This design comes from an exercise in tuning for small area on the open sky130 flow, not from production work. Where RTL was checked, it was by simulation tests only, not by an equivalence proof against the original. Power figures rest on the tool's default switching activity, not on a simulated workload.

==> 11-13: inputs <==
==> flow/design.v <==
module motor_controller (input clk, input reset, input dir, input on, input [16-1:0] duty_counter, input [15:0] duty_cycle, output [3:0] out);
  reg dir_reg;
  function less;
    input [15:0] a, b;
    integer k;
    begin
      less = 1'b0;
      for (k = 0; k < 16; k = k + 1)
        less = (b[k] & ~a[k]) | ((b[k] | ~a[k]) & less);
    end
  endfunction
  always @(posedge clk)
    if (reset)
      dir_reg <= 1'b0;
    else
      dir_reg <= dir ^ (on & less(duty_counter, duty_cycle));
  motor_internal mi(clk, reset, dir_reg, on, out);
endmodule
module motor_internal (input clk, input reset, input dir, input on, output [3:0] out);
  localparam [6:0] START = 7'b0001101;
  localparam [6:0] REST  = 7'b0000000;
  reg [6:0] c;
  reg [1:0] prev_in;
  wire at_end = ~|c[5:0];
  wire change = {dir, on} != prev_in;
  always @(posedge clk)
  begin
    if (reset)
    begin
      c <= REST;
      prev_in <= 2'b00;
    end
    else if (at_end)
    begin
      c <= change ? START : REST;
    end
    else
    begin
      c <= {c[5:0], c[6] ^ c[4]};
      prev_in <= {dir, on};
    end
  end
  wire show = (c == START) | (c == REST);
  wire d = prev_in[1];
  wire o = prev_in[0];
  assign out = show ? {d, ~d & o, d ^ o, d & o} : 4'b0000;
endmodule
module slave_controller(input clk, input reset, input chipselect, input write, input [3:0]addr, input [31:0] writedata, output [23:0] GPIO_out);
  reg [11:0] in;
  reg [6*16-1:0] duty_cycle;
  reg [15:0] period;
  reg [16-1:0] duty_counter;
  wire wen = chipselect & write;
  wire [15:0] wd = writedata[15:0] & {16{~reset}};
  integer k;
  always @(posedge clk)
  begin
    for (k = 0; k < 6; k = k + 1)
    begin
      if (reset | (wen & (addr == k)))
        in[2*k +: 2] <= wd[1:0];
      if (reset | (wen & (addr == k + 8)))
        duty_cycle[16*k +: 16] <= wd;
    end
    if (reset | (wen & (addr == 4'd14)))
      period <= wd;
  end
  always @(posedge clk)
    if (reset || duty_counter == period)
      duty_counter <= 0;
    else
      duty_counter <= duty_counter + 1'b1;
  generate
  genvar i;
    for (i=0; i<6; i=i+1)
      begin : motor_control_loop
        motor_controller mc(clk, reset, in[i*2 + 1], in[i*2], duty_counter, duty_cycle[(i+1)*16-1:i*16], GPIO_out[i*4+3:i*4]);
      end
  endgenerate
endmodule
==> flow/flow/run.sh <==
#!/bin/bash
# Layout flow: the standard synthesis, then the combinational logic is
# mapped again for area (flip-flops untouched), then the standard layout steps.
set -euo pipefail
W=$(pwd)
F=$W/flow
R=$W/orfs/results/$FLOW_PLATFORM/slave_controller/base
L=$W/orfs/logs/$FLOW_PLATFORM/slave_controller/base

bash standard.sh synth > $W/synth.log 2>&1

cp $R/1_2_yosys.v $W/std_netlist.v
export REMAP_LIB=$(ls $FLOW_HOME/platforms/$FLOW_PLATFORM/lib/sky130_fd_sc_hd__tt_025C_1v80.lib)
export REMAP_DONTUSE="$(grep -o '\-dont_use [^ ]*' $L/1_2_yosys.log | sort -u | tr '\n' ' ')"
export REMAP_IN=$W/std_netlist.v
export REMAP_OUT=$W/remap_netlist.v
export REMAP_SCRIPT=$F/area.abc
export REMAP_D=3000
yosys -c $F/remap.tcl > $W/remap.log 2>&1
cp $W/remap_netlist.v $R/1_2_yosys.v
rm -f $R/1_synth.odb $R/1_synth.sdc

bash standard.sh finish "BUFFER_PORTS_ARGS=-buffer_cell sky130_fd_sc_hd__buf_1" \
  "CTS_ARGS=-sink_clustering_enable -repair_clock_nets -buf_list sky130_fd_sc_hd__clkbuf_8 -dont_use_dummy_load" > $W/layout.log 2>&1
==> flow/flow/area.abc <==
strash; dc2; dch -f; map -a {D}; topo; stime
==> flow/flow/remap.tcl <==
# Re-map the combinational logic of a mapped netlist for area, keeping every
# flip-flop instance (name, cell type, connections) as it is.
# env: REMAP_IN, REMAP_OUT, REMAP_LIB, REMAP_SCRIPT (abc script), REMAP_D (abc -D)
yosys read_liberty -ignore_miss_func $::env(REMAP_LIB)
# keep sequential cells as black boxes
foreach m {dfxtp dfxbp edfxtp edfxbp dfrtp dfrbp dfstp dfbbp dfsbp sdfxtp sdfxbp sedfxtp dlxtp dlxbp dlxtn dlrtp dlclkp sdlclkp dfrtn sdfrtp sdfstp sdfbbp sdfrbp sdfsbp sedfxbp dlrbp dlrbn dlrtn dlxbn} {
  catch { yosys blackbox sky130_fd_sc_hd__${m}_* }
}
yosys read_verilog -overwrite $::env(REMAP_IN)
yosys hierarchy -top slave_controller
yosys flatten
yosys opt -purge
yosys stat
yosys abc -liberty $::env(REMAP_LIB) -script $::env(REMAP_SCRIPT) -D $::env(REMAP_D) {*}$::env(REMAP_DONTUSE)
yosys opt_clean -purge
yosys setundef -zero
yosys hilomap -singleton -hicell sky130_fd_sc_hd__conb_1 HI -locell sky130_fd_sc_hd__conb_1 LO
yosys insbuf -buf sky130_fd_sc_hd__buf_4 A X
yosys splitnets
yosys opt_clean -purge
yosys tee -o $::env(REMAP_OUT).stat stat -liberty $::env(REMAP_LIB)
yosys write_verilog -noattr -nohex -nodec $::env(REMAP_OUT)
==> flow/standard.sh <==
#!/bin/bash
# synth_recipe.tcl (not shown) runs the flow's synth.tcl, then flattens the netlist and writes it again
# the make line also repeats each setting of config.mk as NAME=value (left out here)
make -C /OpenROAD-flow-scripts/flow DESIGN_CONFIG=/design/flow/config.mk WORK_HOME=/design/flow/orfs CLKGATE_MAP_FILE= SYNTH_SCRIPT=/design/flow/synth_recipe.tcl "${@:-finish}"
==> flow/config.mk <==
export PLATFORM = sky130hd
export DESIGN_NAME = slave_controller
export DESIGN_NICKNAME = slave_controller
export VERILOG_FILES = /design/flow/design.v
export SDC_FILE = /design/flow/constraint.sdc
export NUM_CORES = 4
export LEC_CHECK = 0
export CAP_MARGIN = 0
export CORE_MARGIN = 2
export CORE_UTILIZATION = 40
export SLEW_MARGIN = 0
==> flow/constraint.sdc <==
create_clock -name core_clock -period 4.0 [get_ports {clk}]
set_input_delay 0.8000 -clock core_clock [delete_from_list [all_inputs] [get_ports {clk}]]
set_output_delay 0.8000 -clock core_clock [all_outputs]
set_load 0.01 [all_outputs]
==> 06-11: changes against 11-13 <==
==> flow/design.v, changed modules only <==
module motor_internal (input clk, input reset, input dir, input on, output [3:0] out);
  localparam [6:0] FIRST = 7'b1110111;
  localparam [6:0] LAST  = 7'b1001100;    
  reg [6:0] c;
  wire show = ~c[6] & ~c[5] & ~c[3] & ~c[2];      
  wire at_end = ~c[6] & ~c[5] & c[4] & ~c[2];     
  wire start = show & ~c[4];
  wire [1:0] prev_in = c[1:0];
  wire change = {dir, on} != prev_in;
  always @(posedge clk)
    if (reset)
      c <= LAST;
    else if (at_end)
      c <= {2'b00, ~change, 2'b00, prev_in};      
    else if (start)
      c <= FIRST;
    else if (c == LAST)
      c <= {5'b00110, dir, on};                    
    else
      c <= {c[5:0], c[6] ^ c[2]};
  wire d = prev_in[1];
  wire o = prev_in[0];
  assign out = show ? {d, ~d & o, d ^ o, d & o} : 4'b0000;
endmodule
module slave_controller(input clk, input reset, input chipselect, input write, input [3:0]addr, input [31:0] writedata, output [23:0] GPIO_out);
  reg [11:0] in;
  reg [6*16-1:0] duty_cycle;
  reg [15:0] period;
  reg [16-1:0] duty_counter;
  wire wen = chipselect & write;
  wire [15:0] wd = writedata[15:0] & {16{~reset}};
  integer k;
  always @(posedge clk)
  begin
    for (k = 0; k < 6; k = k + 1)
    begin
      if (reset | (wen & (addr == k)))
        in[2*k +: 2] <= wd[1:0];
      if (reset | (wen & (addr == k + 8)))
        duty_cycle[16*k +: 16] <= wd;
    end
    if (reset | (wen & (addr == 4'd14)))
      period <= wd;
  end
  reg [16-1:0] duty_counter_n;
  always @(posedge clk)
    if (reset || duty_counter == period)
      duty_counter_n <= {16{1'b1}};
    else
      duty_counter_n <= duty_counter_n - 1'b1;
  always @*
    duty_counter = ~duty_counter_n;
  generate
  genvar i;
    for (i=0; i<6; i=i+1)
      begin : motor_control_loop
        motor_controller mc(clk, reset, in[i*2 + 1], in[i*2], duty_counter, duty_cycle[(i+1)*16-1:i*16], GPIO_out[i*4+3:i*4]);
      end
  endgenerate
endmodule
--- a/flow/flow/run.sh
+++ b/flow/flow/run.sh
@@ -21,4 +21,5 @@
 rm -f $R/1_synth.odb $R/1_synth.sdc
 
 bash standard.sh finish "BUFFER_PORTS_ARGS=-buffer_cell sky130_fd_sc_hd__buf_1" \
-  "CTS_ARGS=-sink_clustering_enable -repair_clock_nets -buf_list sky130_fd_sc_hd__clkbuf_8 -dont_use_dummy_load" > $W/layout.log 2>&1
+  "CTS_ARGS=-sink_clustering_enable -repair_clock_nets -buf_list sky130_fd_sc_hd__clkbuf_8 -dont_use_dummy_load" \
+  > $W/layout.log 2>&1
==> flow/flow/area.abc (replaced) <==
strash; dc2; dch -f; &get -n; &nf -a -R 1000 {D}; &put; topo; stime
--- a/flow/config.mk
+++ b/flow/config.mk
@@ -7,5 +7,6 @@
 export LEC_CHECK = 0
 export CAP_MARGIN = 0
 export CORE_MARGIN = 2
-export CORE_UTILIZATION = 40
+export CORE_UTILIZATION = 70
+export PLACE_DENSITY = 0.85
 export SLEW_MARGIN = 0
==> 05-28: changes against 11-13 <==
==> flow/design.v, changed modules only <==
module motor_internal (input clk, input reset, input dir, input on, output [3:0] out);
  localparam [6:0] FIRST = 7'b1110111;
  localparam [6:0] LAST  = 7'b1001100;    
  reg [6:0] c;
  wire show = ~c[6] & ~c[5] & ~c[3] & ~c[2];      
  wire at_end = ~c[6] & ~c[5] & c[4] & ~c[2];     
  wire start = show & ~c[4];
  wire [1:0] prev_in = c[1:0];
  wire change = {dir, on} != prev_in;
  always @(posedge clk)
    if (reset)
      c <= LAST;
    else if (at_end)
      c <= {2'b00, ~change, 2'b00, prev_in};      
    else if (start)
      c <= FIRST;
    else if (c == LAST)
      c <= {5'b00110, dir, on};                    
    else
      c <= {c[5:0], c[6] ^ c[2]};
  wire d = prev_in[1];
  wire o = prev_in[0];
  assign out = show ? {d, ~d & o, d ^ o, d & o} : 4'b0000;
endmodule
module slave_controller(input clk, input reset, input chipselect, input write, input [3:0]addr, input [31:0] writedata, output [23:0] GPIO_out);
  reg [11:0] in;
  reg [6*16-1:0] duty_cycle;
  reg [15:0] period;
  reg [16-1:0] duty_counter;
  wire wen = chipselect & write;
  wire [15:0] wd = writedata[15:0] & {16{~reset}};
  integer k;
  always @(posedge clk)
  begin
    for (k = 0; k < 6; k = k + 1)
    begin
      if (reset | (wen & (addr == k)))
        in[2*k +: 2] <= wd[1:0];
      if (reset | (wen & (addr == k + 8)))
        duty_cycle[16*k +: 16] <= wd;
    end
    if (reset | (wen & (addr == 4'd14)))
      period <= wd;
  end
  reg [16-1:0] duty_counter_n;
  always @(posedge clk)
    if (reset || duty_counter == period)
      duty_counter_n <= {16{1'b1}};
    else
      duty_counter_n <= duty_counter_n - 1'b1;
  always @*
    duty_counter = ~duty_counter_n;
  generate
  genvar i;
    for (i=0; i<6; i=i+1)
      begin : motor_control_loop
        motor_controller mc(clk, reset, in[i*2 + 1], in[i*2], duty_counter, duty_cycle[(i+1)*16-1:i*16], GPIO_out[i*4+3:i*4]);
      end
  endgenerate
endmodule
--- a/flow/flow/run.sh
+++ b/flow/flow/run.sh
@@ -21,4 +21,5 @@
 rm -f $R/1_synth.odb $R/1_synth.sdc
 
 bash standard.sh finish "BUFFER_PORTS_ARGS=-buffer_cell sky130_fd_sc_hd__buf_1" \
-  "CTS_ARGS=-sink_clustering_enable -repair_clock_nets -buf_list sky130_fd_sc_hd__clkbuf_8 -dont_use_dummy_load" > $W/layout.log 2>&1
+  "CTS_ARGS=-sink_clustering_enable -repair_clock_nets -buf_list sky130_fd_sc_hd__clkbuf_8 -dont_use_dummy_load" \
+  > $W/layout.log 2>&1
==> flow/flow/area.abc (replaced) <==
strash; dc2; &get -n; &deepsyn -T 180; &put; dch -f; &get -n; &nf -R 1000 {D}; &put; topo; stime
==> results.yml <==
outcome:
  outcome: "no timing/DRC/antenna violations"
synth:
  synth_area_um2: 7707
layout:
  multi_input_area_um2: 2669
  nNetsFinal: 754
  inverters_excl_clock: 9
power_and_ir_drop:
  seq_power_mw: 2.36
  power.total_mw: 3.603
  power_frac_comb: 0.082
route:
  wl_met3_um: 769
  vias: 5521
timing:
  hold_ws_ns: 0.4327
placement:
  gp_congestion: 0.8225
  place_inst: 955
global_routing:
  grt_pass1_vias: 5172
Source of the figures above: 05-28

==> results.yml <==
outcome:
  outcome: "no timing/DRC/antenna violations"
route:
  vias: 6055
  wl_met3_um: 1509
layout:
  nNetsFinal: 778
  multi_input_area_um2: 2744
  inverters_excl_clock: 17
  largestRegisters: "duty_cycle: 96 flops, motor_control_loop.mc.mi.c: 42 flops"
power_and_ir_drop:
  p_switching_mw: 0.8921
  power_frac_comb: 0.089
  seq_power_mw: 2.37
  power.total_mw: 3.643
min_path:
  min-delay-start: "in[7]$_DFFE_PP_"
placement:
  gp_congestion: 0.8955
global_routing:
  grt_pass1_vias: 5839
Source of the figures above: 06-11

==> results.yml <==
outcome:
  outcome: "no timing/DRC/antenna violations"
global_routing:
  grt_pass1_vias: 5443
power_and_ir_drop:
  power.total_mw: 4.617
  seq_power_mw: 2.67
  power_frac_comb: 0.211
route:
  vias: 5908
  wl_met3_um: 725
placement:
  gp_congestion: 0.7956
  place_inst: 1130
layout:
  inverters_excl_clock: 130
synth:
  synth_area_um2: 8204
Source of the figures above: 11-13

Only the layout flow was run in 11-13; the RTL was not checked for function there.

---

==> job 6995: inputs <==
slave_controller, a different RTL version from the one above (not shown whole).
==> module motor_internal, before the edit <==
module motor_internal (input clk, input reset, input dir, input on, output [3:0] out);
  localparam [6:0] START = 7'b1110010;
  localparam [6:0] REST  = 7'b1111111;
  reg [6:0] c;
  reg [1:0] prev_in;
  wire at_end = &c[5:0];
  wire change = {dir, on} != prev_in;
  always @(posedge clk)
  begin
    if (reset)
    begin
      c <= REST;
      prev_in <= 2'b00;
    end
    else if (at_end)
    begin
      c <= change ? START : REST;
    end
    else
    begin
      c <= {c[5:0], ~(c[6] ^ c[4])};
      prev_in <= {dir, on};
    end
  end
  wire show = (c == START) | (c == REST);
  wire d = prev_in[1];
  wire o = prev_in[0];
  assign out = show ? {d, ~d & o, d ^ o, d & o} : 4'b0000;
endmodule
==> module slave_controller, before the edit <==
module slave_controller(input clk, input reset, input chipselect, input write, input [3:0]addr, input [31:0] writedata, output [23:0] GPIO_out);
  reg [11:0] in;
  reg [6*16-1:0] duty_cycle;
  reg [15:0] period;
  reg [16-1:0] duty_counter;
  wire wen = chipselect & write;
  wire [15:0] wd = writedata[15:0] & {16{~reset}};
  integer k;
  always @(posedge clk)
  begin
    for (k = 0; k < 6; k = k + 1)
    begin
      if (reset | (wen & (addr == k)))
        in[2*k +: 2] <= wd[1:0];
      if (reset | (wen & (addr == k + 8)))
        duty_cycle[16*k +: 16] <= wd;
    end
    if (reset | (wen & (addr == 4'd14)))
      period <= wd;
  end
  always @(posedge clk)
    if (reset || duty_counter == period)
      duty_counter <= 0;
    else
      duty_counter <= duty_counter + 1'b1;
  generate
  genvar i;
    for (i=0; i<6; i=i+1)
      begin : motor_control_loop
        motor_controller mc(clk, reset, in[i*2 + 1], in[i*2], duty_counter, duty_cycle[(i+1)*16-1:i*16], GPIO_out[i*4+3:i*4]);
      end
  endgenerate
endmodule
Settings: LEC_CHECK=0, CAP_MARGIN=20, CORE_MARGIN=2, CORE_UTILIZATION=40, SLEW_MARGIN=20; clock period 4.0 ns.
standard.sh (not shown) runs the stock make flow with config.mk's settings and CLKGATE_MAP_FILE= SYNTH_SCRIPT=/design/flow/synth_recipe.tcl, a recipe that flattens the netlist after the stock synthesis.
==> flow/flow/run.sh <==
#!/bin/bash
# Layout flow: the standard synthesis, then the combinational logic is
# mapped again for area (flip-flops untouched), then the standard layout steps.
set -euo pipefail
W=$(pwd)
F=$W/flow
R=$W/orfs/results/$FLOW_PLATFORM/slave_controller/base
L=$W/orfs/logs/$FLOW_PLATFORM/slave_controller/base

bash standard.sh synth > $W/synth.log 2>&1

cp $R/1_2_yosys.v $W/std_netlist.v
export REMAP_LIB=$(ls $FLOW_HOME/platforms/$FLOW_PLATFORM/lib/sky130_fd_sc_hd__tt_025C_1v80.lib)
export REMAP_DONTUSE="$(grep -o '\-dont_use [^ ]*' $L/1_2_yosys.log | sort -u | tr '\n' ' ')"
export REMAP_IN=$W/std_netlist.v
export REMAP_OUT=$W/remap_netlist.v
export REMAP_SCRIPT=$F/area.abc
export REMAP_D=3000
yosys -c $F/remap.tcl > $W/remap.log 2>&1
cp $W/remap_netlist.v $R/1_2_yosys.v
rm -f $R/1_synth.odb $R/1_synth.sdc

bash standard.sh finish "BUFFER_PORTS_ARGS=-buffer_cell sky130_fd_sc_hd__buf_1" \
  "CTS_ARGS=-sink_clustering_enable -repair_clock_nets -buf_list sky130_fd_sc_hd__clkbuf_8 -dont_use_dummy_load" > $W/layout.log 2>&1
==> flow/flow/area.abc <==
strash; dc2; dch -f; map -a {D}; topo; stime
==> flow/flow/remap.tcl <==
# Re-map the combinational logic of a mapped netlist for area, keeping every
# flip-flop instance (name, cell type, connections) as it is.
# env: REMAP_IN, REMAP_OUT, REMAP_LIB, REMAP_SCRIPT (abc script), REMAP_D (abc -D)
yosys read_liberty -ignore_miss_func $::env(REMAP_LIB)
# keep sequential cells as black boxes
foreach m {dfxtp dfxbp edfxtp edfxbp dfrtp dfrbp dfstp dfbbp dfsbp sdfxtp sdfxbp sedfxtp dlxtp dlxbp dlxtn dlrtp dlclkp sdlclkp dfrtn sdfrtp sdfstp sdfbbp sdfrbp sdfsbp sedfxbp dlrbp dlrbn dlrtn dlxbn} {
  catch { yosys blackbox sky130_fd_sc_hd__${m}_* }
}
yosys read_verilog -overwrite $::env(REMAP_IN)
yosys hierarchy -top slave_controller
yosys flatten
yosys opt -purge
yosys stat
yosys abc -liberty $::env(REMAP_LIB) -script $::env(REMAP_SCRIPT) -D $::env(REMAP_D) {*}$::env(REMAP_DONTUSE)
yosys opt_clean -purge
yosys setundef -zero
yosys hilomap -singleton -hicell sky130_fd_sc_hd__conb_1 HI -locell sky130_fd_sc_hd__conb_1 LO
yosys insbuf -buf sky130_fd_sc_hd__buf_4 A X
yosys splitnets
yosys opt_clean -purge
yosys tee -o $::env(REMAP_OUT).stat stat -liberty $::env(REMAP_LIB)
yosys write_verilog -noattr -nohex -nodec $::env(REMAP_OUT)
==> inputs of job 5421, as changes to job 6995 <==
--- a/flow/design.v
+++ b/flow/design.v
@@ -19,26 +19,21 @@
 module motor_internal (input clk, input reset, input dir, input on, output [3:0] out);
-  localparam [6:0] START = 7'b1110010;
-  localparam [6:0] REST  = 7'b1111111;
+  localparam [6:0] FIRST = 7'b1110111;
+  localparam [6:0] LAST  = 7'b1001100;    
   reg [6:0] c;
-  reg [1:0] prev_in;
-  wire at_end = &c[5:0];
+  wire show = ~c[6] & ~c[5] & ~c[3] & ~c[2];      
+  wire at_end = ~c[6] & ~c[5] & c[4] & ~c[2];     
+  wire start = show & ~c[4];
+  wire [1:0] prev_in = c[1:0];
   wire change = {dir, on} != prev_in;
   always @(posedge clk)
-  begin
     if (reset)
-    begin
-      c <= REST;
-      prev_in <= 2'b00;
-    end
+      c <= LAST;
     else if (at_end)
-    begin
-      c <= change ? START : REST;
-    end
+      c <= {2'b00, ~change, 2'b00, prev_in};      
+    else if (start)
+      c <= FIRST;
+    else if (c == LAST)
+      c <= {5'b00110, dir, on};                    
     else
-    begin
-      c <= {c[5:0], ~(c[6] ^ c[4])};
-      prev_in <= {dir, on};
-    end
-  end
-  wire show = (c == START) | (c == REST);
+      c <= {c[5:0], c[6] ^ c[2]};
   wire d = prev_in[1];
@@ -67,7 +62,10 @@
   end
+  reg [16-1:0] duty_counter_n;
   always @(posedge clk)
     if (reset || duty_counter == period)
-      duty_counter <= 0;
+      duty_counter_n <= {16{1'b1}};
     else
-      duty_counter <= duty_counter + 1'b1;
+      duty_counter_n <= duty_counter_n - 1'b1;
+  always @*
+    duty_counter = ~duty_counter_n;
   generate
--- a/flow/flow/run.sh
+++ b/flow/flow/run.sh
@@ -23,2 +23,3 @@
 bash standard.sh finish "BUFFER_PORTS_ARGS=-buffer_cell sky130_fd_sc_hd__buf_1" \
-  "CTS_ARGS=-sink_clustering_enable -repair_clock_nets -buf_list sky130_fd_sc_hd__clkbuf_8 -dont_use_dummy_load" > $W/layout.log 2>&1
+  "CTS_ARGS=-sink_clustering_enable -repair_clock_nets -buf_list sky130_fd_sc_hd__clkbuf_8 -dont_use_dummy_load -sink_clustering_size 40 -sink_clustering_max_diameter 300 -sink_clustering_levels 1" \
+  > $W/layout.log 2>&1
==> flow/flow/area.abc (replaced) <==
strash; dc2; dch -f; &get -n; &nf -a -R 1000 {D}; &put; topo; stime
Settings changed: CAP_MARGIN 20 to 0, SLEW_MARGIN 20 to 0.
==> results by group <==
Placement
  • Placed Cells: 982

Power
  • Sw frac: 24.23%
  • Peak VDD IR: 0.0002175 V

Layout
  • Post-route cell area: 8653 sq um
  • Clock buf/inv share: 2.704%
  • Commonest non-fill, non-tap cell in the layout: edfxtp_1
  • Layout cells sized above 1: 4.496%
  • Seq/total area: 57.84%

Global routing
  • Global Route met1 Usage: 24.10%
  • Tot GR Track Use: 18.45%

Critical path
  • CP peak stage delay: 430 ps
  • Crit Reg-Reg Startpoint: duty_counter_n[2]
  • CP Cell Sequence: or3_1 > or3_1 > or3_1 > or3_1 > or3_1 > or2_0 > or3_1 > nor2_1 > xnor2_1 > nand2_1
  • R2R depth: 10

Status
  • Status: no timing/DRC/antenna violations

STA
  • Final Worst Setup Slack: 556.9 ps

Floorplan
  • Tap Cells: 265

Yosys
  • Post-synth net total: 697

Hold path
  • Hold Path Sink: motor_control_loop[1].mc.dir_reg
# the run above: job 5421

==> results by group <==
Floorplan
  • Tap Cells: 270

Critical path
  • Crit Reg-Reg Startpoint: duty_counter[1]
  • CP Cell Sequence: clkinv_1 > nor2_1 > nand2_1 > nor2_1 > nand2_1 > nor2_1 > nand2_1 > nor2_1 > nand2_1 > nor2_1 > nand2_1 > nor2_1 > nand2_1 > nor2_1 > nand2_1 > clkinv_1 > nor2_1 > nor3_1

STA
  • Final Worst Setup Slack: 828.4 ps

Placement
  • Placed Cells: 1,121

Layout
  • Layout cells sized above 1: 5.300%
  • Clock buf/inv share: 2.581%
  • Seq/total area: 57.85%

Global routing
  • Global Route met1 Usage: 23.36%
  • Tot GR Track Use: 17.29%

Status
  • Status: no timing/DRC/antenna violations

Power
  • Peak VDD IR: 0.0002747 V

Yosys
  • Post-synth net total: 832
# the run above: job 6995

-- static timing again, ports no longer ideal --
The flow's constraints put no driver on any port. The routed layouts listed below were extracted and timed again, unchanged, in two steps.
Step 1: set_driving_cell puts a clkbuf_16 on clk and a buf_2 on each other input, an assumption about the parent block.
Step 2 also shifts input and output timing later by t, the mid clock arrival at the registers, as if the neighbouring blocks saw the same clock.
Slacks: no drivers / after step 1 / after step 2; pairs: no drivers / after step 1.
run | t, ns | setup WS [ns] | worst register clock-pin slew, ns
11-13 | 0.480 | 0.826 / 0.826 / 0.826 | 0.10 / 0.10
06-11 | 0.502 | 0.386 / 0.386 / 0.386 | 0.09 / 0.09
05-28 | 0.488 | 0.616 / 0.616 / 0.616 | 0.10 / 0.10
job 6995 | 0.492 | 0.828 / 0.828 / 0.828 | 0.12 / 0.12
job 5421 | 0.488 | 0.557 / 0.557 / 0.557 | 0.09 / 0.09
After both steps setup and hold are still met in every run listed.
